Context: an optimization exercise on an open-source flow, tuned for small area, a short achievable clock period and few clock cycles per item. The choices shown serve that exercise and are no tape-out recipe. The RTL was checked by simulation tests, not by an equivalence proof against the original design. Power is estimated from default activity; no workload was simulated.

## MLP_RTL_IP_v1_0
module MLP_RTL_IP_v1_0 (
    ACLK,
    ARESETN,
    S_AXIS_TREADY,
    S_AXIS_TDATA,
    S_AXIS_TLAST,
    S_AXIS_TVALID,
    M_AXIS_TVALID,
    M_AXIS_TDATA,
    M_AXIS_TLAST,
    M_AXIS_TREADY
);
    input         ACLK;
    input         ARESETN;
    output        S_AXIS_TREADY;
    input  [31:0] S_AXIS_TDATA;
    input         S_AXIS_TLAST;
    input         S_AXIS_TVALID;
    output        M_AXIS_TVALID;
    output [31:0] M_AXIS_TDATA;
    output        M_AXIS_TLAST;
    input         M_AXIS_TREADY;
    reg       par;       
    reg       run;       
    reg [2:0] wcnt;      
    reg       word1;     
    reg [2:0] cnt;       
    reg       ov;        
    wire take = ov & M_AXIS_TREADY;
    reg  rdy;            
    assign S_AXIS_TREADY = rdy;
    wire acc_in = S_AXIS_TVALID & rdy;
    wire [31:0] dn = ~S_AXIS_TDATA;
    wire       par_n   = ~par;
    wire       run_n   = run | (acc_in & ~run & wcnt == 3'd4);
    wire [2:0] wcnt_n  = wcnt + {2'd0, acc_in & ~run};
    wire       word1_n = word1 ^ (acc_in & run);
    wire [2:0] cnt_n   = cnt + {2'd0, acc_in & run & word1} - {2'd0, take};
    function rdy_of;
        input       run_x;
  ...
Size: ~3,000 cells after synthesis, ~520 flip-flops, roughly 72 I/O pins, roughly 0.034 mm^2 of cells after synthesis.
clock: 6.0 ns
lec_check: 0
cap_margin: 20
core_margin: 2
core_utilization: 60
setup_slack_margin: 3.2
slew_margin: 20
synth_hierarchical: 1
synth_minimum_keep_size: 0
run.sh (not shown) runs the stock make flow with config.mk's settings and CLKGATE_MAP_FILE= SYNTH_SCRIPT=/design/flow/synth_recipe.tcl, a recipe that flattens the netlist after the stock synthesis.
Testbench counts at the start, summed over its fixed seeds: cycles 2,152, items 1,024.
Edit:
- CORE_UTILIZATION: 60 -> 50
- CTS_BUF_LIST: default -> sky130_fd_sc_hd__clkbuf_16
- CTS_CLUSTER_DIAMETER: default -> 80
- CTS_CLUSTER_SIZE: default -> 30
Design area went down by 2.9%.
Critical path depth rises by 1.
Synthesized area stays the same.
Worst hold slack barely changes.
Combinational power decreases by about 7%.

Setup of try-quartz:
MLP_RTL_IP_v1_0 again, from the RTL that the note above started with.
Design MLP_RTL_IP_v1_0, start of the top module:
module MLP_RTL_IP_v1_0 (
    ACLK,
    ARESETN,
    S_AXIS_TREADY,
    S_AXIS_TDATA,
    S_AXIS_TLAST,
    S_AXIS_TVALID,
    M_AXIS_TVALID,
    M_AXIS_TDATA,
    M_AXIS_TLAST,
    M_AXIS_TREADY
);
    input         ACLK;
    input         ARESETN;
    output        S_AXIS_TREADY;
    input  [31:0] S_AXIS_TDATA;
    input         S_AXIS_TLAST;
    input         S_AXIS_TVALID;
    output        M_AXIS_TVALID;
    output [31:0] M_AXIS_TDATA;
    output        M_AXIS_TLAST;
    input         M_AXIS_TREADY;
    reg       par;       
    reg       run;       
    reg [2:0] wcnt;      
    reg       word1;     
    reg [2:0] cnt;       
    reg       ov;        
    wire take = ov & M_AXIS_TREADY;
    reg  rdy;            
    assign S_AXIS_TREADY = rdy;
    wire acc_in = S_AXIS_TVALID & rdy;
    wire [31:0] dn = ~S_AXIS_TDATA;
    wire       par_n   = ~par;
    wire       run_n   = run | (acc_in & ~run & wcnt == 3'd4);
    wire [2:0] wcnt_n  = wcnt + {2'd0, acc_in & ~run};
    wire       word1_n = word1 ^ (acc_in & run);
    wire [2:0] cnt_n   = cnt + {2'd0, acc_in & run & word1} - {2'd0, take};
    function rdy_of;
        input       run_x;
        input [2:0] wcnt_x;
        input       word1_x;
        input [2:0] cnt_x;
        begin
            if (!run_x)
                rdy_of = (wcnt_x == 3'd1 || wcnt_x == 3'd3) ? par_n : ~par_n;
            else if (word1_x)
                rdy_of = ~par_n & (cnt_x < 3'd5);
            else
                rdy_of = par_n;
        end
    endfunction
    wire       run_a   = run | (wcnt == 3'd4);
    wire [2:0] wcnt_a  = wcnt + {2'd0, ~run};
    wire       word1_a = word1 ^ run;
    wire [2:0] cnt_a   = cnt + {2'd0, run & word1};
    wire r00 = rdy_of(run,   wcnt,   word1,   cnt);
    wire r01 = rdy_of(run,   wcnt,   word1,   cnt - 3'd1);
    wire r10 = rdy_of(run_a, wcnt_a, word1_a, cnt_a);
    wire r11 = rdy_of(run_a, wcnt_a, word1_a, cnt_a - 3'd1);
  ...
clock: 6.0 ns
lec_check: 0
cap_margin: 20
core_margin: 2
core_utilization: 40
cts_buf_list: sky130_fd_sc_hd__clkbuf_16
cts_cluster_diameter: 80
cts_cluster_size: 30
setup_slack_margin: 3.0
slew_margin: 20
synth_hierarchical: 1
synth_minimum_keep_size: 0
Every stage of the flow completed for try-quartz, and the final layout passed the timing, DRC and antenna checks.
Testbench counts of try-quartz, summed over its fixed seeds: cycles 2,152, items 1,024.
Relative to try-quartz, the following input files were edited for try-zinc:
Settings: SETUP_SLACK_MARGIN now 3.2, was 3.0.
Notes after the runs:
try-zinc ended up with ls[2] as its launch point of the worst path; try-quartz ended up with pc[4].
Fmax improves in try-zinc relative to try-quartz.
try-zinc vs. try-quartz: cell area after layout grew by about 4%; stage delay of the slowest cell on the critical path shows a reduction of 0.10 ns; area added between synthesis and finish rose 4.1 points.
Sort try-quartz and try-zinc by non-clock buffer share of cell area asc -> top: try-quartz
The higher number of clock buffer instances in the layout came out of try-quartz.
Clock network power consumption (try-zinc vs. try-quartz) decreases by a little under 10%
try-zinc completed every stage of the flow, and the final layout passed the timing, DRC and antenna checks.
try-zinc ended up with a higher total power of the final layout than try-quartz did.
--- input diff try-zinc..try-xenon ---
Settings: CTS_BUF_LIST: sky130_fd_sc_hd__clkbuf_16 -> unset; CTS_CLUSTER_SIZE: 30 -> unset; CTS_CLUSTER_DIAMETER: 80 -> unset.
==> notes.md <==
- As far as mean instance size in the synthesized netlist goes, try-zinc and try-xenon are indistinguishable; the numbers are identical.
- Area growth from synthesis to layout, try-zinc and try-xenon: lower on try-zinc
- Looking at number of global-route vias before repair, try-xenon sits above try-zinc.
- Looking at switching power across both flows, try-xenon is the weaker of the two, with try-zinc ahead.
- Final cell count without fillers grows slightly when moving from try-zinc to try-xenon.
- In terms of number of nets in the layout, try-xenon and try-zinc differ only marginally.
- Combinational power in try-xenon vs try-zinc: down about 10%
- Diff try-zinc -> try-xenon | sequential portion of the cell area | decrease of 0.64 points
- The post-detailed-routing wire length of try-zinc and that of try-xenon are within noise of each other.
- Utilization after layout for try-xenon: 0.84 points up relative to try-zinc

separate check: timing with driven ports:
No port has a modelled driver above. Below, the same layouts with a new extraction and two added sets of constraints. Step 1 (the two cells are an assumption about what drives the block):
set clk [get_ports {ACLK}]
set_driving_cell -lib_cell sky130_fd_sc_hd__clkbuf_16 $clk
set_driving_cell -lib_cell sky130_fd_sc_hd__buf_2 [delete_from_list [all_inputs] $clk]
Step 2 moves the port delays by t, midway between the first and last clock arrival at a register: inputs arrive t later, outputs are due t later. That takes back most of the time a late clock gives input paths. a / b / c = no drivers / after step 1 / after step 2; a / b = the first two.
run | shift t [ns] | setup slack, ns | worst setup path at the end | worst slew at a driven data input, ns | pins driven straight from the clock port
the first run of note 1 | 0.681 | 3.096 / 3.096 / 2.723 | input to register | 0.04 | 1
the second run of note 1 | 0.695 | 3.037 / 3.037 / 2.644 | input to register | 0.14 | 1
try-quartz | 0.672 | 3.006 / 3.006 / 2.512 | input to register | 0.12 | 1
try-zinc | 0.661 | 3.115 / 3.115 / 2.671 | input to register | 0.09 | 1
try-xenon | 0.689 | 3.133 / 3.133 / 2.647 | input to register | 0.10 | 1
After both steps every run listed still meets setup and hold. The setup slack of try-quartz, which loses most, moves by 0.000 ns with the drivers and by -0.494 ns with both steps.
